Context: an optimization exercise on an open-source flow, tuned for small area and a short achievable clock period. The choices shown serve that exercise and are no tape-out recipe. The RTL was checked by simulation tests, not by an equivalence proof against the original design. Power and IR drop assume default switching activity.

**flow/flow/run.sh**
```bash
#!/bin/bash
set -euo pipefail
bash standard.sh "BUFFER_PORTS_ARGS=-buffer_cell sky130_fd_sc_hd__buf_2" \
  "CTS_ARGS=-sink_clustering_enable -repair_clock_nets -dont_use_dummy_load -buf_list {sky130_fd_sc_hd__clkbuf_2 sky130_fd_sc_hd__clkbuf_4 sky130_fd_sc_hd__clkbuf_8}" \
  finish > standard_flow.log 2>&1
```
**flow/standard.sh**
```bash
#!/bin/bash
# synth_recipe.tcl (not shown) runs the flow's synth.tcl, then flattens the netlist and writes it again
# the make line also repeats each setting of config.mk as NAME=value (left out here)
make -C /OpenROAD-flow-scripts/flow DESIGN_CONFIG=/design/flow/config.mk WORK_HOME=/design/flow/orfs CLKGATE_MAP_FILE= SYNTH_SCRIPT=/design/flow/synth_recipe.tcl "${@:-finish}"
```
**flow/config.mk**
```make
export PLATFORM = sky130hd
export DESIGN_NAME = CPU
export DESIGN_NICKNAME = CPU
export VERILOG_FILES = /design/flow/design.v
export SDC_FILE = /design/flow/constraint.sdc
export NUM_CORES = 4
export LEC_CHECK = 0
export ABC_AREA = 1
export CAP_MARGIN = 20
export CORE_MARGIN = 2
export CORE_UTILIZATION = 50
export SETUP_SLACK_MARGIN = 5
export SLEW_MARGIN = 20
```
**flow/constraint.sdc**
```tcl
create_clock -name core_clock -period 12.0 [get_ports {clk}]
set_input_delay 2.4000 -clock core_clock [delete_from_list [all_inputs] [get_ports {clk}]]
set_output_delay 2.4000 -clock core_clock [all_outputs]
set_load 0.01 [all_outputs]
```
**flow/design.v**
```verilog
`timescale 1ns / 1ps
module smul(input wire [7:0] a, input wire [7:0] b, output wire [7:0] y);
  wire pp1 = a[0] & b[0];
  wire pp2 = a[0] & b[1];
  wire pp3 = a[0] & b[2];
  wire pp4 = a[0] & b[3];
  wire pp5 = a[0] & b[4];
  wire pp6 = a[0] & b[5];
  wire pp7 = a[0] & b[6];
  wire pp8 = a[0] & b[7];
  wire pp9 = a[1] & b[0];
  wire pp10 = a[1] & b[1];
  wire pp11 = a[1] & b[2];
  wire pp12 = a[1] & b[3];
  wire pp13 = a[1] & b[4];
  wire pp14 = a[1] & b[5];
  wire pp15 = a[1] & b[6];
  wire pp16 = a[2] & b[0];
  wire pp17 = a[2] & b[1];
  wire pp18 = a[2] & b[2];
  wire pp19 = a[2] & b[3];
  wire pp20 = a[2] & b[4];
  wire pp21 = a[2] & b[5];
  wire pp22 = a[3] & b[0];
  wire pp23 = a[3] & b[1];
  wire pp24 = a[3] & b[2];
  wire pp25 = a[3] & b[3];
  wire pp26 = a[3] & b[4];
  wire pp27 = a[4] & b[0];
  wire pp28 = a[4] & b[1];
  wire pp29 = a[4] & b[2];
  wire pp30 = a[4] & b[3];
  wire pp31 = a[5] & b[0];
  wire pp32 = a[5] & b[1];
  wire pp33 = a[5] & b[2];
  wire pp34 = a[6] & b[0];
  wire pp35 = a[6] & b[1];
  wire pp36 = a[7] & b[0];
  wire h39 = pp3 ^ pp10;
  wire s37 = h39 ^ pp16;
  wire c38 = h39 ? pp16 : pp3;
  wire h42 = pp4 ^ pp11;
  wire s40 = h42 ^ pp17;
  wire c41 = h42 ? pp17 : pp4;
  wire h45 = pp22 ^ c38;
  wire s43 = h45 ^ s40;
  wire c44 = h45 ? s40 : pp22;
  wire h48 = pp5 ^ pp12;
  wire s46 = h48 ^ pp18;
  wire c47 = h48 ? pp18 : pp5;
  wire h51 = pp23 ^ pp27;
  wire s49 = h51 ^ c41;
  wire c50 = h51 ? c41 : pp23;
  wire h54 = s46 ^ c44;
  wire s52 = h54 ^ s49;
  wire c53 = h54 ? s49 : s46;
  wire h57 = pp6 ^ pp13;
  wire s55 = h57 ^ pp19;
  wire c56 = h57 ? pp19 : pp6;
  wire h60 = pp24 ^ pp28;
  wire s58 = h60 ^ pp31;
  wire c59 = h60 ? pp31 : pp24;
  wire h63 = c47 ^ s55;
  wire s61 = h63 ^ s58;
  wire c62 = h63 ? s58 : c47;
  wire h66 = c50 ^ s61;
  wire s64 = h66 ^ c53;
  wire c65 = h66 ? c53 : c50;
  wire h69 = pp7 ^ pp14;
  wire s67 = h69 ^ pp20;
  wire c68 = h69 ? pp20 : pp7;
  wire h72 = pp25 ^ pp29;
  wire s70 = h72 ^ pp32;
  wire c71 = h72 ? pp32 : pp25;
  wire h75 = pp34 ^ c56;
  wire s73 = h75 ^ c59;
  wire c74 = h75 ? c59 : pp34;
  wire h78 = s67 ^ s70;
  wire s76 = h78 ^ c62;
  wire c77 = h78 ? c62 : s67;
  wire h81 = s73 ^ s76;
  wire s79 = h81 ^ c65;
  wire c80 = h81 ? c65 : s73;
  wire x82 = pp8 ^ pp15;
  wire x83 = pp21 ^ pp26;
  wire x84 = pp30 ^ pp33;
  wire x85 = pp35 ^ pp36;
  wire x86 = x82 ^ x83;
  wire x87 = x84 ^ x85;
  wire x88 = c68 ^ c71;
  wire x89 = x86 ^ x87;
  wire x90 = x88 ^ x89;
  wire x91 = c74 ^ x90;
  wire x92 = x91 ^ c77;
  wire x93 = x92 ^ c80;
  wire [7:0] rx = {x93, s79, s64, s52, s43, s37, pp2, pp1};
  wire [7:0] ry = {1'b0, 1'b0, 1'b0, 1'b0, 1'b0, 1'b0, pp9, 1'b0};
  assign y = rx + ry;
endmodule
module vdot_tree(input wire [63:0] a, input wire [63:0] b, output wire [7:0] y);
  wire pp1 = a[0] & b[0];
  wire pp2 = a[0] & b[1];
  wire pp3 = a[0] & b[2];
  wire pp4 = a[0] & b[3];
  wire pp5 = a[0] & b[4];
  wire pp6 = a[0] & b[5];
  wire pp7 = a[0] & b[6];
  wire pp8 = a[0] & b[7];
  wire pp9 = a[1] & b[0];
  wire pp10 = a[1] & b[1];
  wire pp11 = a[1] & b[2];
  wire pp12 = a[1] & b[3];
  wire pp13 = a[1] & b[4];
  wire pp14 = a[1] & b[5];
  wire pp15 = a[1] & b[6];
  wire pp16 = a[2] & b[0];
  wire pp17 = a[2] & b[1];
  wire pp18 = a[2] & b[2];
  wire pp19 = a[2] & b[3];
  wire pp20 = a[2] & b[4];
  wire pp21 = a[2] & b[5];
  wire pp22 = a[3] & b[0];
  wire pp23 = a[3] & b[1];
  wire pp24 = a[3] & b[2];
  wire pp25 = a[3] & b[3];
  wire pp26 = a[3] & b[4];
  wire pp27 = a[4] & b[0];
  wire pp28 = a[4] & b[1];
  wire pp29 = a[4] & b[2];
  wire pp30 = a[4] & b[3];
  wire pp31 = a[5] & b[0];
  wire pp32 = a[5] & b[1];
  wire pp33 = a[5] & b[2];
  wire pp34 = a[6] & b[0];
  wire pp35 = a[6] & b[1];
  wire pp36 = a[7] & b[0];
  wire pp37 = a[8] & b[8];
  wire pp38 = a[8] & b[9];
  wire pp39 = a[8] & b[10];
  wire pp40 = a[8] & b[11];
  wire pp41 = a[8] & b[12];
  wire pp42 = a[8] & b[13];
  wire pp43 = a[8] & b[14];
  wire pp44 = a[8] & b[15];
  wire pp45 = a[9] & b[8];
  wire pp46 = a[9] & b[9];
  wire pp47 = a[9] & b[10];
  wire pp48 = a[9] & b[11];
  wire pp49 = a[9] & b[12];
  wire pp50 = a[9] & b[13];
  wire pp51 = a[9] & b[14];
  wire pp52 = a[10] & b[8];
  wire pp53 = a[10] & b[9];
  wire pp54 = a[10] & b[10];
  wire pp55 = a[10] & b[11];
  wire pp56 = a[10] & b[12];
  wire pp57 = a[10] & b[13];
  wire pp58 = a[11] & b[8];
  wire pp59 = a[11] & b[9];
  wire pp60 = a[11] & b[10];
  wire pp61 = a[11] & b[11];
  wire pp62 = a[11] & b[12];
  wire pp63 = a[12] & b[8];
  wire pp64 = a[12] & b[9];
  wire pp65 = a[12] & b[10];
  wire pp66 = a[12] & b[11];
  wire pp67 = a[13] & b[8];
  wire pp68 = a[13] & b[9];
  wire pp69 = a[13] & b[10];
  wire pp70 = a[14] & b[8];
  wire pp71 = a[14] & b[9];
  wire pp72 = a[15] & b[8];
  wire pp73 = a[16] & b[16];
  wire pp74 = a[16] & b[17];
  wire pp75 = a[16] & b[18];
  wire pp76 = a[16] & b[19];
  wire pp77 = a[16] & b[20];
  wire pp78 = a[16] & b[21];
  wire pp79 = a[16] & b[22];
  wire pp80 = a[16] & b[23];
  wire pp81 = a[17] & b[16];
  wire pp82 = a[17] & b[17];
  wire pp83 = a[17] & b[18];
  wire pp84 = a[17] & b[19];
  wire pp85 = a[17] & b[20];
  wire pp86 = a[17] & b[21];
  wire pp87 = a[17] & b[22];
  wire pp88 = a[18] & b[16];
  wire pp89 = a[18] & b[17];
  wire pp90 = a[18] & b[18];
  wire pp91 = a[18] & b[19];
  wire pp92 = a[18] & b[20];
  wire pp93 = a[18] & b[21];
  wire pp94 = a[19] & b[16];
  wire pp95 = a[19] & b[17];
  wire pp96 = a[19] & b[18];
  wire pp97 = a[19] & b[19];
  wire pp98 = a[19] & b[20];
  wire pp99 = a[20] & b[16];
  wire pp100 = a[20] & b[17];
  wire pp101 = a[20] & b[18];
  wire pp102 = a[20] & b[19];
  wire pp103 = a[21] & b[16];
  wire pp104 = a[21] & b[17];
  wire pp105 = a[21] & b[18];
  wire pp106 = a[22] & b[16];
  wire pp107 = a[22] & b[17];
  wire pp108 = a[23] & b[16];
  wire pp109 = a[24] & b[24];
  wire pp110 = a[24] & b[25];
  wire pp111 = a[24] & b[26];
  wire pp112 = a[24] & b[27];
  wire pp113 = a[24] & b[28];
  wire pp114 = a[24] & b[29];
  wire pp115 = a[24] & b[30];
  wire pp116 = a[24] & b[31];
  wire pp117 = a[25] & b[24];
  wire pp118 = a[25] & b[25];
  wire pp119 = a[25] & b[26];
  wire pp120 = a[25] & b[27];
  wire pp121 = a[25] & b[28];
  wire pp122 = a[25] & b[29];
  wire pp123 = a[25] & b[30];
  wire pp124 = a[26] & b[24];
  wire pp125 = a[26] & b[25];
  wire pp126 = a[26] & b[26];
  wire pp127 = a[26] & b[27];
  wire pp128 = a[26] & b[28];
  wire pp129 = a[26] & b[29];
  wire pp130 = a[27] & b[24];
  wire pp131 = a[27] & b[25];
  wire pp132 = a[27] & b[26];
  wire pp133 = a[27] & b[27];
  wire pp134 = a[27] & b[28];
  wire pp135 = a[28] & b[24];
  wire pp136 = a[28] & b[25];
  wire pp137 = a[28] & b[26];
  wire pp138 = a[28] & b[27];
  wire pp139 = a[29] & b[24];
  wire pp140 = a[29] & b[25];
  wire pp141 = a[29] & b[26];
  wire pp142 = a[30] & b[24];
  wire pp143 = a[30] & b[25];
  wire pp144 = a[31] & b[24];
  wire pp145 = a[32] & b[32];
  wire pp146 = a[32] & b[33];
  wire pp147 = a[32] & b[34];
  wire pp148 = a[32] & b[35];
  wire pp149 = a[32] & b[36];
  wire pp150 = a[32] & b[37];
  wire pp151 = a[32] & b[38];
  wire pp152 = a[32] & b[39];
  wire pp153 = a[33] & b[32];
  wire pp154 = a[33] & b[33];
  wire pp155 = a[33] & b[34];
  wire pp156 = a[33] & b[35];
  wire pp157 = a[33] & b[36];
  wire pp158 = a[33] & b[37];
  wire pp159 = a[33] & b[38];
  wire pp160 = a[34] & b[32];
  wire pp161 = a[34] & b[33];
  wire pp162 = a[34] & b[34];
  wire pp163 = a[34] & b[35];
  wire pp164 = a[34] & b[36];
  wire pp165 = a[34] & b[37];
  wire pp166 = a[35] & b[32];
  wire pp167 = a[35] & b[33];
  wire pp168 = a[35] & b[34];
  wire pp169 = a[35] & b[35];
  wire pp170 = a[35] & b[36];
  wire pp171 = a[36] & b[32];
  wire pp172 = a[36] & b[33];
  wire pp173 = a[36] & b[34];
  wire pp174 = a[36] & b[35];
  wire pp175 = a[37] & b[32];
  wire pp176 = a[37] & b[33];
  wire pp177 = a[37] & b[34];
  wire pp178 = a[38] & b[32];
  wire pp179 = a[38] & b[33];
  wire pp180 = a[39] & b[32];
  wire pp181 = a[40] & b[40];
  wire pp182 = a[40] & b[41];
  wire pp183 = a[40] & b[42];
  wire pp184 = a[40] & b[43];
  wire pp185 = a[40] & b[44];
  wire pp186 = a[40] & b[45];
  wire pp187 = a[40] & b[46];
  wire pp188 = a[40] & b[47];
  wire pp189 = a[41] & b[40];
  wire pp190 = a[41] & b[41];
  wire pp191 = a[41] & b[42];
  wire pp192 = a[41] & b[43];
  wire pp193 = a[41] & b[44];
  wire pp194 = a[41] & b[45];
  wire pp195 = a[41] & b[46];
  wire pp196 = a[42] & b[40];
  wire pp197 = a[42] & b[41];
  wire pp198 = a[42] & b[42];
  wire pp199 = a[42] & b[43];
  wire pp200 = a[42] & b[44];
  wire pp201 = a[42] & b[45];
  wire pp202 = a[43] & b[40];
  wire pp203 = a[43] & b[41];
  wire pp204 = a[43] & b[42];
  wire pp205 = a[43] & b[43];
  wire pp206 = a[43] & b[44];
  wire pp207 = a[44] & b[40];
  wire pp208 = a[44] & b[41];
  wire pp209 = a[44] & b[42];
  wire pp210 = a[44] & b[43];
  wire pp211 = a[45] & b[40];
  wire pp212 = a[45] & b[41];
  wire pp213 = a[45] & b[42];
  wire pp214 = a[46] & b[40];
  wire pp215 = a[46] & b[41];
  wire pp216 = a[47] & b[40];
  wire pp217 = a[48] & b[48];
  wire pp218 = a[48] & b[49];
  wire pp219 = a[48] & b[50];
  wire pp220 = a[48] & b[51];
  wire pp221 = a[48] & b[52];
  wire pp222 = a[48] & b[53];
  wire pp223 = a[48] & b[54];
  wire pp224 = a[48] & b[55];
  wire pp225 = a[49] & b[48];
  wire pp226 = a[49] & b[49];
  wire pp227 = a[49] & b[50];
  wire pp228 = a[49] & b[51];
  wire pp229 = a[49] & b[52];
  wire pp230 = a[49] & b[53];
  wire pp231 = a[49] & b[54];
  wire pp232 = a[50] & b[48];
  wire pp233 = a[50] & b[49];
  wire pp234 = a[50] & b[50];
  wire pp235 = a[50] & b[51];
  wire pp236 = a[50] & b[52];
  wire pp237 = a[50] & b[53];
  wire pp238 = a[51] & b[48];
  wire pp239 = a[51] & b[49];
  wire pp240 = a[51] & b[50];
  wire pp241 = a[51] & b[51];
  wire pp242 = a[51] & b[52];
  wire pp243 = a[52] & b[48];
  wire pp244 = a[52] & b[49];
  wire pp245 = a[52] & b[50];
  wire pp246 = a[52] & b[51];
  wire pp247 = a[53] & b[48];
  wire pp248 = a[53] & b[49];
  wire pp249 = a[53] & b[50];
  wire pp250 = a[54] & b[48];
  wire pp251 = a[54] & b[49];
  wire pp252 = a[55] & b[48];
  wire pp253 = a[56] & b[56];
  wire pp254 = a[56] & b[57];
  wire pp255 = a[56] & b[58];
  wire pp256 = a[56] & b[59];
  wire pp257 = a[56] & b[60];
  wire pp258 = a[56] & b[61];
  wire pp259 = a[56] & b[62];
  wire pp260 = a[56] & b[63];
  wire pp261 = a[57] & b[56];
  wire pp262 = a[57] & b[57];
  wire pp263 = a[57] & b[58];
  wire pp264 = a[57] & b[59];
  wire pp265 = a[57] & b[60];
  wire pp266 = a[57] & b[61];
  wire pp267 = a[57] & b[62];
  wire pp268 = a[58] & b[56];
  wire pp269 = a[58] & b[57];
  wire pp270 = a[58] & b[58];
  wire pp271 = a[58] & b[59];
  wire pp272 = a[58] & b[60];
  wire pp273 = a[58] & b[61];
  wire pp274 = a[59] & b[56];
  wire pp275 = a[59] & b[57];
  wire pp276 = a[59] & b[58];
  wire pp277 = a[59] & b[59];
  wire pp278 = a[59] & b[60];
  wire pp279 = a[60] & b[56];
  wire pp280 = a[60] & b[57];
  wire pp281 = a[60] & b[58];
  wire pp282 = a[60] & b[59];
  wire pp283 = a[61] & b[56];
  wire pp284 = a[61] & b[57];
  wire pp285 = a[61] & b[58];
  wire pp286 = a[62] & b[56];
  wire pp287 = a[62] & b[57];
  wire pp288 = a[63] & b[56];
  wire h291 = pp1 ^ pp37;
  wire s289 = h291 ^ pp73;
  wire c290 = h291 ? pp73 : pp1;
  wire h294 = pp109 ^ pp145;
  wire s292 = h294 ^ pp181;
  wire c293 = h294 ? pp181 : pp109;
  wire h297 = pp217 ^ pp253;
  wire s295 = h297 ^ s289;
  wire c296 = h297 ? s289 : pp217;
  wire h300 = pp2 ^ pp9;
  wire s298 = h300 ^ pp38;
  wire c299 = h300 ? pp38 : pp2;
  wire h303 = pp45 ^ pp74;
  wire s301 = h303 ^ pp81;
  wire c302 = h303 ? pp81 : pp45;
  wire h306 = pp110 ^ pp117;
  wire s304 = h306 ^ pp146;
  wire c305 = h306 ? pp146 : pp110;
  wire h309 = pp153 ^ pp182;
  wire s307 = h309 ^ pp189;
  wire c308 = h309 ? pp189 : pp153;
  wire h312 = pp218 ^ pp225;
  wire s310 = h312 ^ pp254;
  wire c311 = h312 ? pp254 : pp218;
  wire h315 = pp261 ^ c290;
  wire s313 = h315 ^ c293;
  wire c314 = h315 ? c293 : pp261;
  wire h318 = s298 ^ s301;
  wire s316 = h318 ^ s304;
  wire c317 = h318 ? s304 : s298;
  wire h321 = s307 ^ s310;
  wire s319 = h321 ^ c296;
  wire c320 = h321 ? c296 : s307;
  wire h324 = s313 ^ s316;
  wire s322 = h324 ^ s319;
  wire c323 = h324 ? s319 : s313;
  wire h327 = pp3 ^ pp10;
  wire s325 = h327 ^ pp16;
  wire c326 = h327 ? pp16 : pp3;
  wire h330 = pp39 ^ pp46;
  wire s328 = h330 ^ pp52;
  wire c329 = h330 ? pp52 : pp39;
  wire h333 = pp75 ^ pp82;
  wire s331 = h333 ^ pp88;
  wire c332 = h333 ? pp88 : pp75;
  wire h336 = pp111 ^ pp118;
  wire s334 = h336 ^ pp124;
  wire c335 = h336 ? pp124 : pp111;
  wire h339 = pp147 ^ pp154;
  wire s337 = h339 ^ pp160;
  wire c338 = h339 ? pp160 : pp147;
  wire h342 = pp183 ^ pp190;
  wire s340 = h342 ^ pp196;
  wire c341 = h342 ? pp196 : pp183;
  wire h345 = pp219 ^ pp226;
  wire s343 = h345 ^ pp232;
  wire c344 = h345 ? pp232 : pp219;
  wire h348 = pp255 ^ pp262;
  wire s346 = h348 ^ pp268;
  wire c347 = h348 ? pp268 : pp255;
  wire h351 = c299 ^ c302;
  wire s349 = h351 ^ c305;
  wire c350 = h351 ? c305 : c299;
  wire h354 = c308 ^ c311;
  wire s352 = h354 ^ s325;
  wire c353 = h354 ? s325 : c308;
  wire h357 = s328 ^ s331;
  wire s355 = h357 ^ s334;
  wire c356 = h357 ? s334 : s328;
  wire h360 = s337 ^ s340;
  wire s358 = h360 ^ s343;
  wire c359 = h360 ? s343 : s337;
  wire h363 = s346 ^ c314;
  wire s361 = h363 ^ c317;
  wire c362 = h363 ? c317 : s346;
  wire h366 = s349 ^ s352;
  wire s364 = h366 ^ s355;
  wire c365 = h366 ? s355 : s349;
  wire h369 = s358 ^ c320;
  wire s367 = h369 ^ s361;
  wire c368 = h369 ? s361 : s358;
  wire h372 = s364 ^ c323;
  wire s370 = h372 ^ s367;
  wire c371 = h372 ? s367 : s364;
  wire h375 = pp4 ^ pp11;
  wire s373 = h375 ^ pp17;
  wire c374 = h375 ? pp17 : pp4;
  wire h378 = pp22 ^ pp40;
  wire s376 = h378 ^ pp47;
  wire c377 = h378 ? pp47 : pp22;
  wire h381 = pp53 ^ pp58;
  wire s379 = h381 ^ pp76;
  wire c380 = h381 ? pp76 : pp53;
  wire h384 = pp83 ^ pp89;
  wire s382 = h384 ^ pp94;
  wire c383 = h384 ? pp94 : pp83;
  wire h387 = pp112 ^ pp119;
  wire s385 = h387 ^ pp125;
  wire c386 = h387 ? pp125 : pp112;
  wire h390 = pp130 ^ pp148;
  wire s388 = h390 ^ pp155;
  wire c389 = h390 ? pp155 : pp130;
  wire h393 = pp161 ^ pp166;
  wire s391 = h393 ^ pp184;
  wire c392 = h393 ? pp184 : pp161;
  wire h396 = pp191 ^ pp197;
  wire s394 = h396 ^ pp202;
  wire c395 = h396 ? pp202 : pp191;
  wire h399 = pp220 ^ pp227;
  wire s397 = h399 ^ pp233;
  wire c398 = h399 ? pp233 : pp220;
  wire h402 = pp238 ^ pp256;
  wire s400 = h402 ^ pp263;
  wire c401 = h402 ? pp263 : pp238;
  wire h405 = pp269 ^ pp274;
  wire s403 = h405 ^ c326;
  wire c404 = h405 ? c326 : pp269;
  wire h408 = c329 ^ c332;
  wire s406 = h408 ^ c335;
  wire c407 = h408 ? c335 : c329;
  wire h411 = c338 ^ c341;
  wire s409 = h411 ^ c344;
  wire c410 = h411 ? c344 : c338;
  wire h414 = c347 ^ s373;
  wire s412 = h414 ^ s376;
  wire c413 = h414 ? s376 : c347;
  wire h417 = s379 ^ s382;
  wire s415 = h417 ^ s385;
  wire c416 = h417 ? s385 : s379;
  wire h420 = s388 ^ s391;
  wire s418 = h420 ^ s394;
  wire c419 = h420 ? s394 : s388;
  wire h423 = s397 ^ s400;
  wire s421 = h423 ^ c350;
  wire c422 = h423 ? c350 : s397;
  wire h426 = c353 ^ c356;
  wire s424 = h426 ^ c359;
  wire c425 = h426 ? c359 : c353;
  wire h429 = s403 ^ s406;
  wire s427 = h429 ^ s409;
  wire c428 = h429 ? s409 : s403;
  wire h432 = s412 ^ s415;
  wire s430 = h432 ^ s418;
  wire c431 = h432 ? s418 : s412;
  wire h435 = c362 ^ s421;
  wire s433 = h435 ^ c365;
  wire c434 = h435 ? c365 : c362;
  wire h438 = s424 ^ s427;
  wire s436 = h438 ^ s430;
  wire c437 = h438 ? s430 : s424;
  wire h441 = c368 ^ s433;
  wire s439 = h441 ^ s436;
  wire c440 = h441 ? s436 : c368;
  wire h444 = pp5 ^ pp12;
  wire s442 = h444 ^ pp18;
  wire c443 = h444 ? pp18 : pp5;
  wire h447 = pp23 ^ pp27;
  wire s445 = h447 ^ pp41;
  wire c446 = h447 ? pp41 : pp23;
  wire h450 = pp48 ^ pp54;
  wire s448 = h450 ^ pp59;
  wire c449 = h450 ? pp59 : pp48;
  wire h453 = pp63 ^ pp77;
  wire s451 = h453 ^ pp84;
  wire c452 = h453 ? pp84 : pp63;
  wire h456 = pp90 ^ pp95;
  wire s454 = h456 ^ pp99;
  wire c455 = h456 ? pp99 : pp90;
  wire h459 = pp113 ^ pp120;
  wire s457 = h459 ^ pp126;
  wire c458 = h459 ? pp126 : pp113;
  wire h462 = pp131 ^ pp135;
  wire s460 = h462 ^ pp149;
  wire c461 = h462 ? pp149 : pp131;
  wire h465 = pp156 ^ pp162;
  wire s463 = h465 ^ pp167;
  wire c464 = h465 ? pp167 : pp156;
  wire h468 = pp171 ^ pp185;
  wire s466 = h468 ^ pp192;
  wire c467 = h468 ? pp192 : pp171;
  wire h471 = pp198 ^ pp203;
  wire s469 = h471 ^ pp207;
  wire c470 = h471 ? pp207 : pp198;
  wire h474 = pp221 ^ pp228;
  wire s472 = h474 ^ pp234;
  wire c473 = h474 ? pp234 : pp221;
  wire h477 = pp239 ^ pp243;
  wire s475 = h477 ^ pp257;
  wire c476 = h477 ? pp257 : pp239;
  wire h480 = pp264 ^ pp270;
  wire s478 = h480 ^ pp275;
  wire c479 = h480 ? pp275 : pp264;
  wire h483 = pp279 ^ c374;
  wire s481 = h483 ^ c377;
  wire c482 = h483 ? c377 : pp279;
  wire h486 = c380 ^ c383;
  wire s484 = h486 ^ c386;
  wire c485 = h486 ? c386 : c380;
  wire h489 = c389 ^ c392;
  wire s487 = h489 ^ c395;
  wire c488 = h489 ? c395 : c389;
  wire h492 = c398 ^ c401;
  wire s490 = h492 ^ s442;
  wire c491 = h492 ? s442 : c398;
  wire h495 = s445 ^ s448;
  wire s493 = h495 ^ s451;
  wire c494 = h495 ? s451 : s445;
  wire h498 = s454 ^ s457;
  wire s496 = h498 ^ s460;
  wire c497 = h498 ? s460 : s454;
  wire h501 = s463 ^ s466;
  wire s499 = h501 ^ s469;
  wire c500 = h501 ? s469 : s463;
  wire h504 = s472 ^ s475;
  wire s502 = h504 ^ s478;
  wire c503 = h504 ? s478 : s472;
  wire h507 = c404 ^ c407;
  wire s505 = h507 ^ c410;
  wire c506 = h507 ? c410 : c404;
  wire h510 = c413 ^ c416;
  wire s508 = h510 ^ c419;
  wire c509 = h510 ? c419 : c413;
  wire h513 = s481 ^ s484;
  wire s511 = h513 ^ s487;
  wire c512 = h513 ? s487 : s481;
  wire h516 = s490 ^ s493;
  wire s514 = h516 ^ s496;
  wire c515 = h516 ? s496 : s490;
  wire h519 = s499 ^ s502;
  wire s517 = h519 ^ c422;
  wire c518 = h519 ? c422 : s499;
  wire h522 = c425 ^ c428;
  wire s520 = h522 ^ s505;
  wire c521 = h522 ? s505 : c425;
  wire h525 = c431 ^ s508;
  wire s523 = h525 ^ s511;
  wire c524 = h525 ? s511 : c431;
  wire h528 = s514 ^ s517;
  wire s526 = h528 ^ c434;
  wire c527 = h528 ? c434 : s514;
  wire h531 = s520 ^ c437;
  wire s529 = h531 ^ s523;
  wire c530 = h531 ? s523 : s520;
  wire h534 = s526 ^ s529;
  wire s532 = h534 ^ c440;
  wire c533 = h534 ? c440 : s526;
  wire h537 = pp6 ^ pp13;
  wire s535 = h537 ^ pp19;
  wire c536 = h537 ? pp19 : pp6;
  wire h540 = pp24 ^ pp28;
  wire s538 = h540 ^ pp31;
  wire c539 = h540 ? pp31 : pp24;
  wire h543 = pp42 ^ pp49;
  wire s541 = h543 ^ pp55;
  wire c542 = h543 ? pp55 : pp42;
  wire h546 = pp60 ^ pp64;
  wire s544 = h546 ^ pp67;
  wire c545 = h546 ? pp67 : pp60;
  wire h549 = pp78 ^ pp85;
  wire s547 = h549 ^ pp91;
  wire c548 = h549 ? pp91 : pp78;
  wire h552 = pp96 ^ pp100;
  wire s550 = h552 ^ pp103;
  wire c551 = h552 ? pp103 : pp96;
  wire h555 = pp114 ^ pp121;
  wire s553 = h555 ^ pp127;
  wire c554 = h555 ? pp127 : pp114;
  wire h558 = pp132 ^ pp136;
  wire s556 = h558 ^ pp139;
  wire c557 = h558 ? pp139 : pp132;
  wire h561 = pp150 ^ pp157;
  wire s559 = h561 ^ pp163;
  wire c560 = h561 ? pp163 : pp150;
  wire h564 = pp168 ^ pp172;
  wire s562 = h564 ^ pp175;
  wire c563 = h564 ? pp175 : pp168;
  wire h567 = pp186 ^ pp193;
  wire s565 = h567 ^ pp199;
  wire c566 = h567 ? pp199 : pp186;
  wire h570 = pp204 ^ pp208;
  wire s568 = h570 ^ pp211;
  wire c569 = h570 ? pp211 : pp204;
  wire h573 = pp222 ^ pp229;
  wire s571 = h573 ^ pp235;
  wire c572 = h573 ? pp235 : pp222;
  wire h576 = pp240 ^ pp244;
  wire s574 = h576 ^ pp247;
  wire c575 = h576 ? pp247 : pp240;
  wire h579 = pp258 ^ pp265;
  wire s577 = h579 ^ pp271;
  wire c578 = h579 ? pp271 : pp258;
  wire h582 = pp276 ^ pp280;
  wire s580 = h582 ^ pp283;
  wire c581 = h582 ? pp283 : pp276;
  wire h585 = c443 ^ c446;
  wire s583 = h585 ^ c449;
  wire c584 = h585 ? c449 : c443;
  wire h588 = c452 ^ c455;
  wire s586 = h588 ^ c458;
  wire c587 = h588 ? c458 : c452;
  wire h591 = c461 ^ c464;
  wire s589 = h591 ^ c467;
  wire c590 = h591 ? c467 : c461;
  wire h594 = c470 ^ c473;
  wire s592 = h594 ^ c476;
  wire c593 = h594 ? c476 : c470;
  wire h597 = c479 ^ s535;
  wire s595 = h597 ^ s538;
  wire c596 = h597 ? s538 : c479;
  wire h600 = s541 ^ s544;
  wire s598 = h600 ^ s547;
  wire c599 = h600 ? s547 : s541;
  wire h603 = s550 ^ s553;
  wire s601 = h603 ^ s556;
  wire c602 = h603 ? s556 : s550;
  wire h606 = s559 ^ s562;
  wire s604 = h606 ^ s565;
  wire c605 = h606 ? s565 : s559;
  wire h609 = s568 ^ s571;
  wire s607 = h609 ^ s574;
  wire c608 = h609 ? s574 : s568;
  wire h612 = s577 ^ s580;
  wire s610 = h612 ^ c482;
  wire c611 = h612 ? c482 : s577;
  wire h615 = c485 ^ c488;
  wire s613 = h615 ^ c491;
  wire c614 = h615 ? c491 : c485;
  wire h618 = c494 ^ c497;
  wire s616 = h618 ^ c500;
  wire c617 = h618 ? c500 : c494;
  wire h621 = c503 ^ s583;
  wire s619 = h621 ^ s586;
  wire c620 = h621 ? s586 : c503;
  wire h624 = s589 ^ s592;
  wire s622 = h624 ^ s595;
  wire c623 = h624 ? s595 : s589;
  wire h627 = s598 ^ s601;
  wire s625 = h627 ^ s604;
  wire c626 = h627 ? s604 : s598;
  wire h630 = s607 ^ c506;
  wire s628 = h630 ^ c509;
  wire c629 = h630 ? c509 : s607;
  wire h633 = c512 ^ s610;
  wire s631 = h633 ^ c515;
  wire c632 = h633 ? c515 : c512;
  wire h636 = s613 ^ s616;
  wire s634 = h636 ^ s619;
  wire c635 = h636 ? s619 : s613;
  wire h639 = s622 ^ s625;
  wire s637 = h639 ^ c518;
  wire c638 = h639 ? c518 : s622;
  wire h642 = c521 ^ c524;
  wire s640 = h642 ^ s628;
  wire c641 = h642 ? s628 : c521;
  wire h645 = s631 ^ s634;
  wire s643 = h645 ^ s637;
  wire c644 = h645 ? s637 : s631;
  wire h648 = c527 ^ s640;
  wire s646 = h648 ^ c530;
  wire c647 = h648 ? c530 : c527;
  wire h651 = s643 ^ s646;
  wire s649 = h651 ^ c533;
  wire c650 = h651 ? c533 : s643;
  wire h654 = pp7 ^ pp14;
  wire s652 = h654 ^ pp20;
  wire c653 = h654 ? pp20 : pp7;
  wire h657 = pp25 ^ pp29;
  wire s655 = h657 ^ pp32;
  wire c656 = h657 ? pp32 : pp25;
  wire h660 = pp34 ^ pp43;
  wire s658 = h660 ^ pp50;
  wire c659 = h660 ? pp50 : pp34;
  wire h663 = pp56 ^ pp61;
  wire s661 = h663 ^ pp65;
  wire c662 = h663 ? pp65 : pp56;
  wire h666 = pp68 ^ pp70;
  wire s664 = h666 ^ pp79;
  wire c665 = h666 ? pp79 : pp68;
  wire h669 = pp86 ^ pp92;
  wire s667 = h669 ^ pp97;
  wire c668 = h669 ? pp97 : pp86;
  wire h672 = pp101 ^ pp104;
  wire s670 = h672 ^ pp106;
  wire c671 = h672 ? pp106 : pp101;
  wire h675 = pp115 ^ pp122;
  wire s673 = h675 ^ pp128;
  wire c674 = h675 ? pp128 : pp115;
  wire h678 = pp133 ^ pp137;
  wire s676 = h678 ^ pp140;
  wire c677 = h678 ? pp140 : pp133;
  wire h681 = pp142 ^ pp151;
  wire s679 = h681 ^ pp158;
  wire c680 = h681 ? pp158 : pp142;
  wire h684 = pp164 ^ pp169;
  wire s682 = h684 ^ pp173;
  wire c683 = h684 ? pp173 : pp164;
  wire h687 = pp176 ^ pp178;
  wire s685 = h687 ^ pp187;
  wire c686 = h687 ? pp187 : pp176;
  wire h690 = pp194 ^ pp200;
  wire s688 = h690 ^ pp205;
  wire c689 = h690 ? pp205 : pp194;
  wire h693 = pp209 ^ pp212;
  wire s691 = h693 ^ pp214;
  wire c692 = h693 ? pp214 : pp209;
  wire h696 = pp223 ^ pp230;
  wire s694 = h696 ^ pp236;
  wire c695 = h696 ? pp236 : pp223;
  wire h699 = pp241 ^ pp245;
  wire s697 = h699 ^ pp248;
  wire c698 = h699 ? pp248 : pp241;
  wire h702 = pp250 ^ pp259;
  wire s700 = h702 ^ pp266;
  wire c701 = h702 ? pp266 : pp250;
  wire h705 = pp272 ^ pp277;
  wire s703 = h705 ^ pp281;
  wire c704 = h705 ? pp281 : pp272;
  wire h708 = pp284 ^ pp286;
  wire s706 = h708 ^ c536;
  wire c707 = h708 ? c536 : pp284;
  wire h711 = c539 ^ c542;
  wire s709 = h711 ^ c545;
  wire c710 = h711 ? c545 : c539;
  wire h714 = c548 ^ c551;
  wire s712 = h714 ^ c554;
  wire c713 = h714 ? c554 : c548;
  wire h717 = c557 ^ c560;
  wire s715 = h717 ^ c563;
  wire c716 = h717 ? c563 : c557;
  wire h720 = c566 ^ c569;
  wire s718 = h720 ^ c572;
  wire c719 = h720 ? c572 : c566;
  wire h723 = c575 ^ c578;
  wire s721 = h723 ^ c581;
  wire c722 = h723 ? c581 : c575;
  wire h726 = s652 ^ s655;
  wire s724 = h726 ^ s658;
  wire c725 = h726 ? s658 : s652;
  wire h729 = s661 ^ s664;
  wire s727 = h729 ^ s667;
  wire c728 = h729 ? s667 : s661;
  wire h732 = s670 ^ s673;
  wire s730 = h732 ^ s676;
  wire c731 = h732 ? s676 : s670;
  wire h735 = s679 ^ s682;
  wire s733 = h735 ^ s685;
  wire c734 = h735 ? s685 : s679;
  wire h738 = s688 ^ s691;
  wire s736 = h738 ^ s694;
  wire c737 = h738 ? s694 : s688;
  wire h741 = s697 ^ s700;
  wire s739 = h741 ^ s703;
  wire c740 = h741 ? s703 : s697;
  wire h744 = c584 ^ c587;
  wire s742 = h744 ^ c590;
  wire c743 = h744 ? c590 : c584;
  wire h747 = c593 ^ c596;
  wire s745 = h747 ^ c599;
  wire c746 = h747 ? c599 : c593;
  wire h750 = c602 ^ c605;
  wire s748 = h750 ^ c608;
  wire c749 = h750 ? c608 : c602;
  wire h753 = s706 ^ s709;
  wire s751 = h753 ^ s712;
  wire c752 = h753 ? s712 : s706;
  wire h756 = s715 ^ s718;
  wire s754 = h756 ^ s721;
  wire c755 = h756 ? s721 : s715;
  wire h759 = s724 ^ s727;
  wire s757 = h759 ^ s730;
  wire c758 = h759 ? s730 : s724;
  wire h762 = s733 ^ s736;
  wire s760 = h762 ^ s739;
  wire c761 = h762 ? s739 : s733;
  wire h765 = c611 ^ c614;
  wire s763 = h765 ^ c617;
  wire c764 = h765 ? c617 : c611;
  wire h768 = c620 ^ s742;
  wire s766 = h768 ^ c623;
  wire c767 = h768 ? c623 : c620;
  wire h771 = c626 ^ s745;
  wire s769 = h771 ^ s748;
  wire c770 = h771 ? s748 : c626;
  wire h774 = s751 ^ s754;
  wire s772 = h774 ^ s757;
  wire c773 = h774 ? s757 : s751;
  wire h777 = s760 ^ c629;
  wire s775 = h777 ^ c632;
  wire c776 = h777 ? c632 : s760;
  wire h780 = c635 ^ s763;
  wire s778 = h780 ^ s766;
  wire c779 = h780 ? s766 : c635;
  wire h783 = s769 ^ s772;
  wire s781 = h783 ^ c638;
  wire c782 = h783 ? c638 : s769;
  wire h786 = c641 ^ s775;
  wire s784 = h786 ^ s778;
  wire c785 = h786 ? s778 : c641;
  wire h789 = c644 ^ s781;
  wire s787 = h789 ^ c647;
  wire c788 = h789 ? c647 : c644;
  wire h792 = s784 ^ s787;
  wire s790 = h792 ^ c650;
  wire c791 = h792 ? c650 : s784;
  wire x793 = pp8 ^ pp15;
  wire x794 = pp21 ^ pp26;
  wire x795 = pp30 ^ pp33;
  wire x796 = pp35 ^ pp36;
  wire x797 = pp44 ^ pp51;
  wire x798 = pp57 ^ pp62;
  wire x799 = pp66 ^ pp69;
  wire x800 = pp71 ^ pp72;
  wire x801 = pp80 ^ pp87;
  wire x802 = pp93 ^ pp98;
  wire x803 = pp102 ^ pp105;
  wire x804 = pp107 ^ pp108;
  wire x805 = pp116 ^ pp123;
  wire x806 = pp129 ^ pp134;
  wire x807 = pp138 ^ pp141;
  wire x808 = pp143 ^ pp144;
  wire x809 = pp152 ^ pp159;
  wire x810 = pp165 ^ pp170;
  wire x811 = pp174 ^ pp177;
  wire x812 = pp179 ^ pp180;
  wire x813 = pp188 ^ pp195;
  wire x814 = pp201 ^ pp206;
  wire x815 = pp210 ^ pp213;
  wire x816 = pp215 ^ pp216;
  wire x817 = pp224 ^ pp231;
  wire x818 = pp237 ^ pp242;
  wire x819 = pp246 ^ pp249;
  wire x820 = pp251 ^ pp252;
  wire x821 = pp260 ^ pp267;
  wire x822 = pp273 ^ pp278;
  wire x823 = pp282 ^ pp285;
  wire x824 = pp287 ^ pp288;
  wire x825 = x793 ^ x794;
  wire x826 = x795 ^ x796;
  wire x827 = x797 ^ x798;
  wire x828 = x799 ^ x800;
  wire x829 = x801 ^ x802;
  wire x830 = x803 ^ x804;
  wire x831 = x805 ^ x806;
  wire x832 = x807 ^ x808;
  wire x833 = x809 ^ x810;
  wire x834 = x811 ^ x812;
  wire x835 = x813 ^ x814;
  wire x836 = x815 ^ x816;
  wire x837 = x817 ^ x818;
  wire x838 = x819 ^ x820;
  wire x839 = x821 ^ x822;
  wire x840 = x823 ^ x824;
  wire x841 = c653 ^ c656;
  wire x842 = c659 ^ c662;
  wire x843 = c665 ^ c668;
  wire x844 = c671 ^ c674;
  wire x845 = c677 ^ c680;
  wire x846 = c683 ^ c686;
  wire x847 = c689 ^ c692;
  wire x848 = c695 ^ c698;
  wire x849 = c701 ^ c704;
  wire x850 = x825 ^ x826;
  wire x851 = x827 ^ x828;
  wire x852 = x829 ^ x830;
  wire x853 = x831 ^ x832;
  wire x854 = x833 ^ x834;
  wire x855 = x835 ^ x836;
  wire x856 = x837 ^ x838;
  wire x857 = x839 ^ x840;
  wire x858 = x841 ^ x842;
  wire x859 = x843 ^ x844;
  wire x860 = x845 ^ x846;
  wire x861 = x847 ^ x848;
  wire x862 = x849 ^ x850;
  wire x863 = x851 ^ x852;
  wire x864 = x853 ^ x854;
  wire x865 = x855 ^ x856;
  wire x866 = x857 ^ c707;
  wire x867 = c710 ^ c713;
  wire x868 = c716 ^ c719;
  wire x869 = c722 ^ c725;
  wire x870 = c728 ^ c731;
  wire x871 = c734 ^ c737;
  wire x872 = c740 ^ x858;
  wire x873 = x859 ^ x860;
  wire x874 = x861 ^ x862;
  wire x875 = x863 ^ x864;
  wire x876 = x865 ^ x866;
  wire x877 = x867 ^ x868;
  wire x878 = x869 ^ x870;
  wire x879 = x871 ^ x872;
  wire x880 = x873 ^ x874;
  wire x881 = x875 ^ c743;
  wire x882 = c746 ^ c749;
  wire x883 = c752 ^ c755;
  wire x884 = x876 ^ x877;
  wire x885 = c758 ^ c761;
  wire x886 = x878 ^ x879;
  wire x887 = x880 ^ x881;
  wire x888 = x882 ^ x883;
  wire x889 = x884 ^ x885;
  wire x890 = x886 ^ c764;
  wire x891 = x887 ^ c767;
  wire x892 = c770 ^ x888;
  wire x893 = c773 ^ x889;
  wire x894 = x890 ^ x891;
  wire x895 = x892 ^ x893;
  wire x896 = c776 ^ x894;
  wire x897 = c779 ^ x895;
  wire x898 = x896 ^ x897;
  wire x899 = c782 ^ c785;
  wire x900 = x898 ^ x899;
  wire x901 = c788 ^ x900;
  wire x902 = x901 ^ c791;
  wire [7:0] rx = {x902, s790, s649, s532, c371, s370, s322, s292};
  wire [7:0] ry = {1'b0, 1'b0, 1'b0, 1'b0, s439, 1'b0, 1'b0, s295};
  assign y = rx + ry;
endmodule
`timescale 1ns / 1ps
module CPU( input clk,
	input rst,
	input wire [31:0] inst,
	input wire [63:0]	main_memory_input_data_path,
	output reg[63:0] main_memory_output_data_path,
	output wire[31:0] pc_inst_addr,
	output wire		Vector_Write_Access,
	output wire		Memory_Write_Access,
	output wire		Load_Vector_Flag,
	output wire 		Load_Word_Flag,
	output wire[11:0]	Main_Memory_Address
	);
	wire [5:0] op  = inst[31:26];
	wire [4:0] rd  = inst[25:21];
	wire [4:0] rs1 = inst[20:16];
	wire [4:0] rs2 = inst[15:11];
	wire [7:0] imm = inst[15:8];
	wire [63:0] mem = main_memory_input_data_path;
	wire op_add  = op == 6'b000000;
	wire op_sub  = op == 6'b000001;
	wire op_mul  = op == 6'b000010;
	wire op_and  = op == 6'b000100;
	wire op_or   = op == 6'b000101;
	wire op_xor  = op == 6'b000110;
	wire op_sll  = op == 6'b001000;
	wire op_srl  = op == 6'b001001;
	wire op_slt  = op == 6'b001010;
	wire op_seq  = op == 6'b001011;
	wire op_addi = op == 6'b001101;
	wire op_andi = op == 6'b001110;
	wire op_xori = op == 6'b001111;
	wire op_slti = op == 6'b101000;
	wire op_vadd = op == 6'b010000;
	wire op_vsub = op == 6'b010001;
	wire op_vdot = op == 6'b010010;
	wire op_lw   = op == 6'b100101;
	wire op_lv   = op == 6'b101101;
	wire op_sw   = op == 6'b100110;
	wire op_sv   = op == 6'b101110;
	wire op_rar  = op == 6'b101111;
	wire op_raw  = op == 6'b101100;
	wire op_beq  = op == 6'b100011;
	wire op_bgt  = op == 6'b011111;
	wire op_jmp  = op == 6'b110000;
	assign Load_Word_Flag      = op_lw | op_rar;
	assign Load_Vector_Flag    = op_lv | op_rar;
	assign Memory_Write_Access = op_sw | op_raw;
	assign Vector_Write_Access = op_sv | op_raw;
	assign Main_Memory_Address = inst[11:0];
	wire imm_sel = op_addi | op_andi | op_xori | op_slti | op_beq | op_bgt;
	wire s_we = op_add | op_sub | op_mul | op_and | op_or | op_xor | op_sll | op_srl |
	            op_slt | op_seq | op_addi | op_andi | op_xori | op_slti | op_lw;
	wire v_we = op_vadd | op_vsub | op_vdot | op_lv;
	reg [7:0]  R [0:30];
	reg [63:0] V [0:2];
	reg [31:0] T;
	reg [31:0] PC;
	assign pc_inst_addr = PC;
	reg [7:0] A, B;
	integer i;
	always @(*) begin
		A = 8'd0;
		B = 8'd0;
		for (i = 0; i < 31; i = i + 1) begin
			A = A | (R[i] & {8{rs1 == i}});
			B = B | (R[i] & {8{rs2 == i}});
		end
	end
	wire nva = op_sw | op_raw;
	wire [63:0] VA = (V[0] & {64{rs1 == 5'd0 && !nva}}) |
	                 (V[1] & {64{rs1 == 5'd1 && !nva}}) |
	                 (V[2] & {64{rs1 == 5'd2 && !nva}});
	wire [63:0] VB = (V[0] & {64{rs2 == 5'd0}}) |
	                 (V[1] & {64{rs2 == 5'd1}}) |
	                 (V[2] & {64{rs2 == 5'd2}});
	always @(*) begin
		main_memory_output_data_path = VA;
		main_memory_output_data_path[7:0] = VA[7:0] | (A & {8{op_sw}}) | (PC[7:0] & {8{op_raw}});
		main_memory_output_data_path[31:8] = VA[31:8] | (PC[31:8] & {24{op_raw}});
	end
	wire [7:0] B2 = imm_sel ? imm : B;
	wire do_sub = !(op_add | op_addi);
	wire [7:0] b2x = B2 ^ {8{do_sub}};
	reg [8:0] dc;
	reg [7:0] diff;
	integer d;
	always @(*) begin
		dc[0] = do_sub;
		for (d = 0; d < 8; d = d + 1) begin
			diff[d] = A[d] ^ b2x[d] ^ dc[d];
			dc[d+1] = (A[d] ^ b2x[d]) ? dc[d] : A[d];
		end
	end
	wire lt = !dc[8];                 
	wire eq = (A == B2);
	wire [7:0] prod;
	smul u_mul(.a(A), .b(B), .y(prod));
	wire [7:0] shl = (B[7:3] != 5'd0) ? 8'd0 : (A << B[2:0]);
	wire [7:0] shr = (B[7:3] != 5'd0) ? 8'd0 : (A >> B[2:0]);
	reg [7:0] alu;
	always @(*) begin
		alu = 8'd0;
		if (op_add | op_addi | op_sub) alu = diff;
		if (op_mul)                    alu = prod;
		if (op_and | op_andi)          alu = A & B2;
		if (op_or)                     alu = A | B2;
		if (op_xor | op_xori)          alu = A ^ B2;
		if (op_sll)                    alu = shl;
		if (op_srl)                    alu = shr;
		if (op_slt | op_slti)          alu = {7'd0, lt};
		if (op_seq)                    alu = {7'd0, eq};
	end
	wire [7:0] s_wdata = op_lw ? mem[7:0] : alu;
	reg [63:0] vaddsub;
	wire [7:0] dot;
	vdot_tree u_dot(.a(VA), .b(VB), .y(dot));
	integer k, m;
	reg [8:0] cy;
	reg [7:0] bb;
	always @(*) begin
		for (k = 0; k < 8; k = k + 1) begin
			bb = VB[8*k +: 8] ^ {8{op_vsub}};
			cy[0] = op_vsub;
			for (m = 0; m < 8; m = m + 1) begin
				vaddsub[8*k+m] = VA[8*k+m] ^ bb[m] ^ cy[m];
				cy[m+1] = (VA[8*k+m] ^ bb[m]) ? cy[m] : VA[8*k+m];
			end
		end
	end
	wire [63:0] v_wdata = op_lv ? mem : (op_vdot ? {56'd0, dot} : vaddsub);
	wire taken = (op_beq & !eq) | (op_bgt & !lt & !eq);
	always @(posedge clk) begin
		if (rst) PC <= 32'd0;
		else if (op_jmp) PC <= {6'd0, inst[25:0]};
		else if (taken) PC <= T;
		else PC <= PC + 32'd4;
	end
	always @(posedge clk)
		if (op_rar) T <= mem[31:0];
	integer j;
	always @(posedge clk) begin
		for (j = 0; j < 31; j = j + 1)
			if (s_we && rd == j) R[j] <= s_wdata;
		for (j = 0; j < 3; j = j + 1)
			if (v_we && rd == j) V[j] <= v_wdata;
	end
endmodule
```
==> impl_metrics.toml, run 1 <==
[die]
die_h_um = 289
core_area_um2 = 80500
die_w_um = 289
dieArea_um2 = 83800
initial_utilization_pct = 50.6
pin_count = 210
rows = 104

[logic_synthesis]
synth_area_um2 = 40700
synthAdderAreaFrac_pct = 0.676
synth_top_family_by_area = "simple AND/OR/NAND/NOR gates"
synth-edff-count = 472
synth_simple_gate_area_share_pct = 37.0
synth-compound-area-share_pct = 11.0
yosysSeqAreaShare_pct = 36.4
synth_top_cell_area_share_pct = 34.8
synth_xor_area_share_pct = 6.13
syn_nets = 6006
ys_warn_count = 3
syn_inst = 5886
avgSynthCellArea_um2 = 6.92
ys.flop_type = "edfxtp_1"
synth_seq_cells = 504
synth_mux_area_share_pct = 0.0768
yosys.area.top_type = "edfxtp_1"
ys_async_sr_fraction_pct = 0
synth.area.top_cells = "edfxtp_1 35%, nand2_1 22%, inv_1 5.8%"
synthDistinctLibCells = 71

[drt]
vias_per_cell = 6.12
ant_nets = 0
drcViolationCount = 0
wl_mm = 193
dr.pass1.iters = 8
wl_per_cell_um = 26.1
vias = 45100
drt_iter0_drc = 6406

[final_layout]
drive_above_1_share_pct = 17.6
layout_commonest_cell = "nand2_1"
mostFrequentLayoutCells = "2385 x nand2_1, 573 x inv_1, 472 x edfxtp_1"
n_fill_cell = 7568
nNetsFinal = 6429
areaGrowthSynthToFinish_pct = 17.7

[global_route]
grt.overflow.total = 0
grt_pass1_wl_mm = 259
grt_max_degree = 68
grt_pass1_vias = 38788
grt_usage_pct = 42.9
antenna_found_initial = 7

[power_and_ir_drop]
peakVddDrop_mv = 0.0743
p_sw_uw = 1280
pwr-share-seq_pct = 47.3
pwr-share-comb_pct = 20.1
p_leak_uw = 0.0224
intPower_uw = 2860
power_frac_clock_pct = 32.5
p_per_area_nw_per_um2 = 86.5
switching_share_pct = 30.9
power.total_uw = 4150

[setup_path]
max_stage_delay_ps = 700
cpMaxStageDelayCell = "nor3_4"
crit_buf_inv = 4
crit_arrival_ps = 4660
end_kind = "output port"
critPathTopFamily = "simple AND/OR/NAND/NOR gates"
crit_required_ps = 9600
path_max_fanout = 13
crit_chain = "buf_4 -> inv_4 -> nand2_2 -> nor3_4 -> nand2_1 -> o2111ai_1 -> nor2_1 -> nand4_1 -> buf_6 -> a21oi_4 -> o21ai_0 -> buf_2"
cp-start-kind = "primary input"
crit_type = "in2out"

[timing]
hold_viol = 0
worstMarginPinSlew_ps = 1190
slew_viol_final = 0
max_freq_mhz = 142
post-route-period-util_pct = 58.8
rsz0062_at_grt = "yes"
slew_headroom_pct = 20.2
min_period_ps = 7060
setup-violations-final = 0
finalSetupTns_ps = 0
fin_worst_skew_ps = 136

[cts]
clockBufferDepth = 3
cts_tree = "done"
clkLatencyLatePin_ps = 760
clk_pin_slew_ps = 50
cts_made_buffers = 90
cts_max_level = 3
cts_num_sinks = 504
cts_root_buf = "clkbuf_8"

[placement]
io_buffer_count = 209
dpl.hpwl_mm = 136
place.gp.congestion = 1.09

[flow_run]
maxCapViolCount = 0

[run_status]
status = "finished clean"

[worst_hold_path]
hold_class = "reg2reg"
power groups by stage:
stage	Sequential (uW)	Combinational (uW)	Clock [uW]
detailed placement	2000	697	0
finish	1960	834	1350
global placement	2000	694	0
floorplan	2000	454	0
global route	1960	887	1400
CTS	1960	745	1340
worst paths after layout:
| kind | from | slack (ps) | cells after the start | to |
|---|---|---|---|---|
| worst min register to register | T[18] | 480 | 2 | PC[18] |
| worst max-delay path | inst[16] | 4940 | 12 | main_memory_output_data_path[0] |
| worst min-delay path | T[18] | 480 | 2 | PC[18] |
| worst max register to register | R[0][4] | 7060 | 24 | PC[12] |
cell type report:
type	count	area [um^2]	share of cell area [%]
Antenna cell	6	15.0	0.0313
Clock buffer	90	1240	2.58
Inverter	708	2810	5.86
Multi-Input combinational cell	4546	24100	50.2
Sequential cell	504	14800	30.9
Tap cell	1060	1330	2.77
Timing Repair Buffer	458	3650	7.61
Timing Repair inverter	1	7.51	0.0157
metal layers:
metal / GRT usage (%) / up-vias / part of all wire (%)
li1: - / 20171 / -
met1: 57.7 / 20725 / 38
met2: 62.5 / 3448 / 41
met3: 11.4 / 750 / 14
met4: 24.4 / 6 / 7.3
met5: 0 / - / 0.015
synth_stat cells (53+ instances only):
cell type and instances:
a21oi_1 135, nand2_1 2439, nand4_1 131, edfxtp_1 472
o21ai_1 53, inv_2 71, nor2_1 328, inv_1 627
o21ai_0 212, nand3_2 59, xor2_1 204, xnor2_1 59
nand3_1 398
worst min-delay path, delay by kind of cell, from the launching register on:
family           cells  cell delay [ps]
flip-flops           1              320
AO/OA/AOI/OAI        1               80
AND/OR/NAND/NOR      1               50
registers in the layout (all words and copies together), names as in the netlist:
name	count
R	248
V	192
T	32
PC	32
per-stage QoR:
| stage | util (%) | hold slack [ps] | instance area (um^2) | setup slack [ps] | cells |
|---|---|---|---|---|---|
| after floorplan | - | 444 | 40700 | 5390 | 5886 |
| final | 59.5 | 481 | 47900 | 4940 | 7373 |
| after detailed placement | 53.2 | 478 | 42800 | 3000 | 7082 |
| after CTS | 56.8 | 488 | 45800 | 4900 | 7260 |
| after global placement | 53.2 | 472 | 42800 | 2760 | 7082 |
| after global routing | 59.5 | 500 | 47900 | 4910 | 7368 |
cells by family after synthesis:
logic type / count (synthesis)
buf+inv: 845
flops: 504
compound gates: 713
fa+ha+maj: 22
xor+xnor: 275
mux: 3
simple gates: 3524
timing repair:
action | in CTS | in global routing
hold buffers | 0 | 0
buffers inserted | 81 | 90
gates resized for setup | 213 | 243
cloned | 7 | 15
setup endpoints to repair | 304 | 188
pin swaps | 33 | 48
==> run 2: changes to the inputs <==
--- a/flow/config.mk
+++ b/flow/config.mk
@@ -8,6 +8,6 @@
 export ABC_AREA = 1
 export CAP_MARGIN = 20
 export CORE_MARGIN = 2
-export CORE_UTILIZATION = 50
-export SETUP_SLACK_MARGIN = 5
+export CORE_UTILIZATION = 40
+export SETUP_SLACK_MARGIN = 4.5
 export SLEW_MARGIN = 20
==> run 2 against run 1 <==
  * Maximum frequency fell by 6.3%
  * Setup slack got worse by 470 ps
  * Non-clock buffer count decreased by 142
  * Core utilization decreased by 15 points
  * Critical endpoint is now main_memory_output_data_path[4]
  * Largest power group unchanged
  * Highest routed layer unchanged
==> impl_metrics.toml, run 2 <==
[drt]
wl_mm = 191
drt_iter0_drc = 5693
vias = 42989
routedLengthMet1_mm = 78.2
wl_met2_mm = 83.0
wl_per_cell_um = 25.3
ant_nets = 0
drcViolationCount = 0
dr.pass1.iters = 7
routed.top_layer = "met5"
vias_per_cell = 5.71
wl_met3_mm = 19.6

[setup_path]
cp-start-kind = "primary input"
end_kind = "output port"
crit_type = "in2out"
path_max_fanout = 5
crit_required_ps = 9600
crit_arrival_ps = 5130

[final_layout]
largest_register_ffs = 248
mostFrequentLayoutCells = "2425 x nand2_1, 612 x inv_1, 472 x edfxtp_1"
top_register = "R"
layout_commonest_cell = "nand2_1"
areaGrowthSynthToFinish_pct = 12.0
nNetsFinal = 6281
drive_above_1_share_pct = 12.8
n_fill_cell = 10420
top_regs = "R x248, V x192"
final_area_um2 = 45600

[timing]
fin_worst_skew_ps = 97.8
max_freq_mhz = 133
slew_viol_final = 0
post-route-period-util_pct = 62.7
finalSetupTns_ps = 0
setup-violations-final = 0
worstMarginPinSlew_ps = 1200
slew_headroom_pct = 19.5
min_period_ps = 7530
rsz0062_at_grt = "no"
hold_viol = 0

[global_route]
grt_usage_pct = 35.3
grt_pass1_wl_mm = 265
grt_max_degree = 86
grt.overflow.total = 0
antenna_found_initial = 3
grt_pass1_vias = 38417

[cts]
cts_max_level = 3
cts_made_buffers = 89
clkLatencyLatePin_ps = 730
cts_num_sinks = 504
cts_root_buf = "clkbuf_8"
clk_pin_slew_ps = 60
clockBufferDepth = 3
cts_tree = "done"

[die]
initial_utilization_pct = 40.2
core_area_um2 = 101000
die_h_um = 323
rows = 117
die_w_um = 323
dieArea_um2 = 104000
pin_count = 210

[run_status]
status = "finished clean"

[logic_synthesis]
synth_seq_cells = 504
netlist_top_cells_count = "2439 x nand2_1, 627 x inv_1, 472 x edfxtp_1"
syn_inst = 5886
synth_top_cell_area_share_pct = 34.8
synth.area.top_cells = "edfxtp_1 35%, nand2_1 22%, inv_1 5.8%"
yosys.area.top_type = "edfxtp_1"
syn_nets = 6006
avgSynthCellArea_um2 = 6.92
ys.flop_type = "edfxtp_1"
synth_area_um2 = 40700
post-synth-top-count-cell = "nand2_1"
ys_warn_count = 3
synthDistinctLibCells = 71
ys_async_sr_fraction_pct = 0
yosysSeqAreaShare_pct = 36.4
synth-edff-count = 472

[power_and_ir_drop]
switching_share_pct = 30.6
pwr-share-comb_pct = 19.0
p_per_area_nw_per_um2 = 89.1
intPower_uw = 2820
power_frac_clock_pct = 32.7
p_leak_uw = 0.0214
peakVddDrop_mv = 0.0746
p_sw_uw = 1240
pwr-share-seq_pct = 48.3

[placement]
io_buffer_count = 209
dpl.hpwl_mm = 145
place.gp.congestion = 1.05
place_area_um2 = 43200

[flow_run]
maxCapViolCount = 0

[worst_hold_path]
hold_class = "reg2reg"
==> run 2: layout make-up <==
class                           count  area (um^2)  share of cell area, %
Inverter                          708         2720                   5.95
Tap cell                         1368         1710                   3.75
Multi-Input combinational cell   4541        23100                   50.5
Timing Repair inverter              1         7.51                 0.0165
Antenna cell                        6         15.0                 0.0329
Timing Repair Buffer              316         2080                   4.55
Clock buffer                       89         1220                   2.68
Sequential cell                   504        14800                   32.5
==> run 2: through the flow <==
stage	total power (uW)	util, %	worst slack [ps]	cells	hold WS [ps]
6_report	4060	45.0	4470	7533	480
5_1_grt	4200	45.0	4480	7527	516
4_1_cts	4040	44.2	4490	7494	482
3_5_place_dp	2710	42.5	3210	7382	472
3_3_place_gp	2710	42.5	3230	7381	471
2_1_floorplan	2450	-	5390	5886	444
==> run 2: path summary, 6_finish.rpt <==
path / from / to / slack [ps] / cells past startpoint
setup / recovery: inst[16] / main_memory_output_data_path[4] / 4470 / 11
hold reg to reg: T[18] / PC[18] / 480 / 2
setup reg to reg: R[2][4] / R[1][6] / 6920 / 22
hold / removal: T[18] / PC[18] / 480 / 2
==> run 2: critical path, stage by stage <==
cell and delay (ps):
buf_2 180, inv_2 130, nand2_1 170, nor2_1 120
nand2_2 250, clkinvlp_4 290, a221oi_1 330, nand3_1 350
nor3_4 500, o221ai_1 210, buf_2 180
==> run 2: routing by layer <==
metal,global-route usage [%],vias to the layer above
li1,-,19841
met2,54.6,2384
met3,7.00,459
met4,16.2,2
met5,0,-
met1,47.4,20303
==> run 2: kinds of logic after synthesis <==
kind of cell             share of synthesized area, %
AO/OA/AOI/OAI                                    11.0
XOR/XNOR                                         6.13
adder cells (fa/ha/maj)                         0.676
buffers and inverters                            8.71
flip-flops                                       36.4
multiplexers                                   0.0768
AND/OR/NAND/NOR                                  37.0
==> run 2: what timing repair did <==
item / in CTS / in global routing
setup buffers: 20 / 30
hold buffers: 0 / 0
cloned: 3 / 2
gates resized for setup: 63 / 108
endpoints found under the hold margin: 0 / 0
endpoints found under the setup margin: 266 / 272
pin swaps: 9 / 13
==> run 2: power groups by stage <==
stage               clock [uW]  sequential (uW)  combinational [uW]
global route              1410             1960                 833
finish                    1330             1970                 772
CTS                       1340             1960                 735
floorplan                    0             2000                 454
detailed placement           0             2000                 714
global placement             0             2000                 713
==> run 3: changes to the inputs <==
--- a/flow/config.mk
+++ b/flow/config.mk
@@ -9,5 +9,5 @@
 export CAP_MARGIN = 20
 export CORE_MARGIN = 2
 export CORE_UTILIZATION = 40
-export SETUP_SLACK_MARGIN = 4.5
+export SETUP_SLACK_MARGIN = 5
 export SLEW_MARGIN = 20
==> run 3 against run 2 <==
  * Still clean
  * Setup slack improved by 480 ps
  * Flip-flop and latch count unchanged
  * Die area unchanged
  * Critical path depth increased by 2
  * Routed wire length increased by 2.2%
  * Synthesized area unchanged
  * Register-to-register slack improved by 110 ps
  * Synthesized cell count unchanged
  * Clock power about the same
  * Global-route usage increased by 0.34 points
  * First-iteration DRC count increased by 0.56%
==> impl_metrics.toml, run 3 <==
[setup_path]
crit_required_ps = 9600
end_kind = "output port"
critPathTopFamily = "buffers and inverters"
crit_arrival_ps = 4650
cp-start-kind = "primary input"
cpMaxStageDelayCell = "a211oi_2"
r2r_start = "R[2][4]"
rr_endpoint = "R[1][6]"
crit_chain = "buf_4 -> nor2_4 -> buf_12 -> nand3_4 -> clkinvlp_4 -> nand2_1 -> nand4_1 -> a211oi_2 -> nand3_1 -> buf_6 -> a21oi_4 -> o21ai_1 -> buf_2"
r2r_slack_ps = 7030
path_max_fanout = 6
max_stage_delay_ps = 350
r2r_cells = 24
worstSetupStartpoint = "inst[19]"
crit_type = "in2out"
crit_buf_inv = 5

[cts]
cts_root_buf = "clkbuf_8"
cts_made_buffers = 89
clk_pin_slew_ps = 50
cts_num_sinks = 504
cts_tree = "done"
clkLatencyLatePin_ps = 730
cts_max_level = 3
clockBufferDepth = 3

[timing]
post-route-period-util_pct = 58.7
fin_worst_skew_ps = 88.8
slew_headroom_pct = 19.7
rsz0062_at_grt = "yes"
finalSetupTns_ps = 0
hold_viol = 0
slew_viol_final = 0
min_period_ps = 7050
setup-violations-final = 0
hold_ws_ps = 477
worstMarginPinSlew_ps = 1200
max_freq_mhz = 142

[logic_synthesis]
synth_top_cell_area_share_pct = 34.8
synthDistinctLibCells = 71
ys_warn_count = 3
yosys.area.top_type = "edfxtp_1"
yosysSeqAreaShare_pct = 36.4
avgSynthCellArea_um2 = 6.92
syn_nets = 6006
ys_async_sr_fraction_pct = 0
synth_seq_cells = 504
syn_inst = 5886
synth_area_um2 = 40700
netlist_top_cells_count = "2439 x nand2_1, 627 x inv_1, 472 x edfxtp_1"
synth.area.top_cells = "edfxtp_1 35%, nand2_1 22%, inv_1 5.8%"
post-synth-top-count-cell = "nand2_1"
ys.flop_type = "edfxtp_1"
synth-edff-count = 472

[final_layout]
layout_commonest_cell = "nand2_1"
areaGrowthSynthToFinish_pct = 18.3
top_register = "R"
n_fill_cell = 10284
mostFrequentLayoutCells = "2390 x nand2_1, 574 x inv_1, 472 x edfxtp_1"
final_area_um2 = 48200
largest_register_ffs = 248
top_regs = "R x248, V x192"
drive_above_1_share_pct = 17.4
nNetsFinal = 6415
utilization_pct = 47.5

[drt]
dr.pass1.iters = 7
wl_mm = 195
wl_per_cell_um = 25.4
drcViolationCount = 0
vias_per_cell = 5.70
ant_nets = 0
vias = 43699
drt_iter0_drc = 5725

[worst_hold_path]
hold_path_depth = 2
hold_class = "reg2reg"
hp-start = "T[13]"
hold_end = "PC[13]"

[die]
pin_count = 210
die_h_um = 323
dieArea_um2 = 104000
die_w_um = 323
initial_utilization_pct = 40.2
rows = 117
core_area_um2 = 101000

[power_and_ir_drop]
p_per_area_nw_per_um2 = 85.8
peakVddDrop_mv = 0.0737
power.total_uw = 4130
p_leak_uw = 0.0223

[global_route]
grt.overflow.total = 0
grt_max_degree = 86
grt_usage_pct = 35.6
grt_pass1_vias = 38739
grt_pass1_wl_mm = 267
antenna_found_initial = 6

[placement]
place.gp.congestion = 1.05
dpl.hpwl_mm = 145
io_buffer_count = 209
place_area_um2 = 43200

[run_status]
status = "finished clean"

[flow_run]
maxCapViolCount = 0
[run 3: changes by cell type in the layout (fill, tap and decap cells not counted), moves of 12 or more]
| cell | change |
|---|---|
| nand3_4 | +41 |
| nand3_1 | -28 |
| inv_2 | +14 |
| nand2_2 | +28 |
| buf_4 | +107 |
| nand3_2 | -12 |
| inv_1 | -38 |
| nand2_1 | -35 |
| clkinvlp_4 | +17 |
[run 3: worst max-delay path by stage]
stage	endpoint	slack, ps	cells past startpoint
finish	main_memory_output_data_path[2]	4950	13
global route	main_memory_output_data_path[4]	4960	11
CTS	V[0][7]	4910	39
detailed placement	PC[20]	3210	36
global placement	R[4][4]	3230	28
floorplan	R[0][6]	5390	24
[run 3: final cells by class]
cell class / instances / area [um^2] / share of cell area, %
flip-flops and latches: 504 / 14800 / 30.7
multi-input cells: 4543 / 24200 / 50.2
well taps: 1368 / 1710 / 3.55
repair buffers: 447 / 3410 / 7.08
diodes: 4 / 10.0 / 0.0208
repair inverters: 2 / 16.3 / 0.0337
clock buffers: 89 / 1220 / 2.54
inverters: 708 / 2810 / 5.84
[run 3: tightest hold or removal path, cell delays in order (launching register included)]
cell and delay [ps]:
edfxtp_1 320, o21ai_0 80, o21ai_0 60
[run 3: cell families after synthesis]
logic type               count (synthesis)  share of synthesized area [%]
multiplexers                             3                         0.0768
flip-flops                             504                           36.4
XOR/XNOR                               275                           6.13
AO/OA/AOI/OAI                          713                           11.0
AND/OR/NAND/NOR                       3524                           37.0
buffers and inverters                  845                           8.71
adder cells (fa/ha/maj)                 22                          0.676
[run 3: per-stage QoR]
| stage | worst slack (ps) | std cells |
|---|---|---|
| after floorplan | 5390 | 5886 |
| after CTS | 4910 | 7535 |
| after detailed placement | 3210 | 7382 |
| final | 4950 | 7665 |
| after global routing | 4960 | 7661 |
| after global placement | 3230 | 7381 |
[run 3: timing repair]
item	4_1_cts	5_1_grt
hold buffers	0	0
setup buffers	59	116
cloned	5	9
pin swaps	30	54
resized for setup	213	266
setup endpoints to repair	354	308
[run 3: report_power, final]
part / total, uW / switching [uW] / internal [uW]
clock: 1330 / 683 / 649
sequential: 1970 / 9.96 / 1960
combinational: 837 / 581 / 256
[run 3: metal layers]
layer	GRT usage [%]	vias up	wire (um)
met4	17.2	2	10800
met5	0	-	11
li1	-	20110	-
met2	54.9	2429	84600
met1	47.5	20640	78400
met3	7.43	518	21100

-- afterwards: timing with drivers on the ports --
The flow's constraints put no driver on any port. The routed layouts listed below were extracted and timed again, unchanged, in two steps.
Step 1: set_driving_cell puts a clkbuf_16 on clk and a buf_2 on each other input, an assumption about the parent block.
Step 2 moves the port delays by t, midway between the first and last clock arrival at a register: inputs arrive t later, outputs are due t later. That takes back most of the time a late clock gives input paths.
Slacks: ideal / step 1 / step 2; pairs: ideal / step 1.
run | t, ns | setup slack, ns | worst hold slack (ns) | slew at the worst register clock pin (ns) | worst slew at a driven data input, ns
run 1 | 0.751 | 4.942 / 4.876 / 4.332 | 0.481 / 0.481 / 0.481 | 0.07 / 0.07 | 0.14
run 2 | 0.752 | 4.471 / 4.416 / 4.004 | 0.480 / 0.480 / 0.480 | 0.07 / 0.07 | 0.06
run 3 | 0.754 | 4.951 / 4.898 / 4.336 | 0.477 / 0.477 / 0.477 | 0.07 / 0.07 | 0.09
After both steps every run listed still meets setup and hold. For run 3, which loses most, drivers alone change the setup slack by -0.053 ns; drivers and shift together by -0.615 ns.
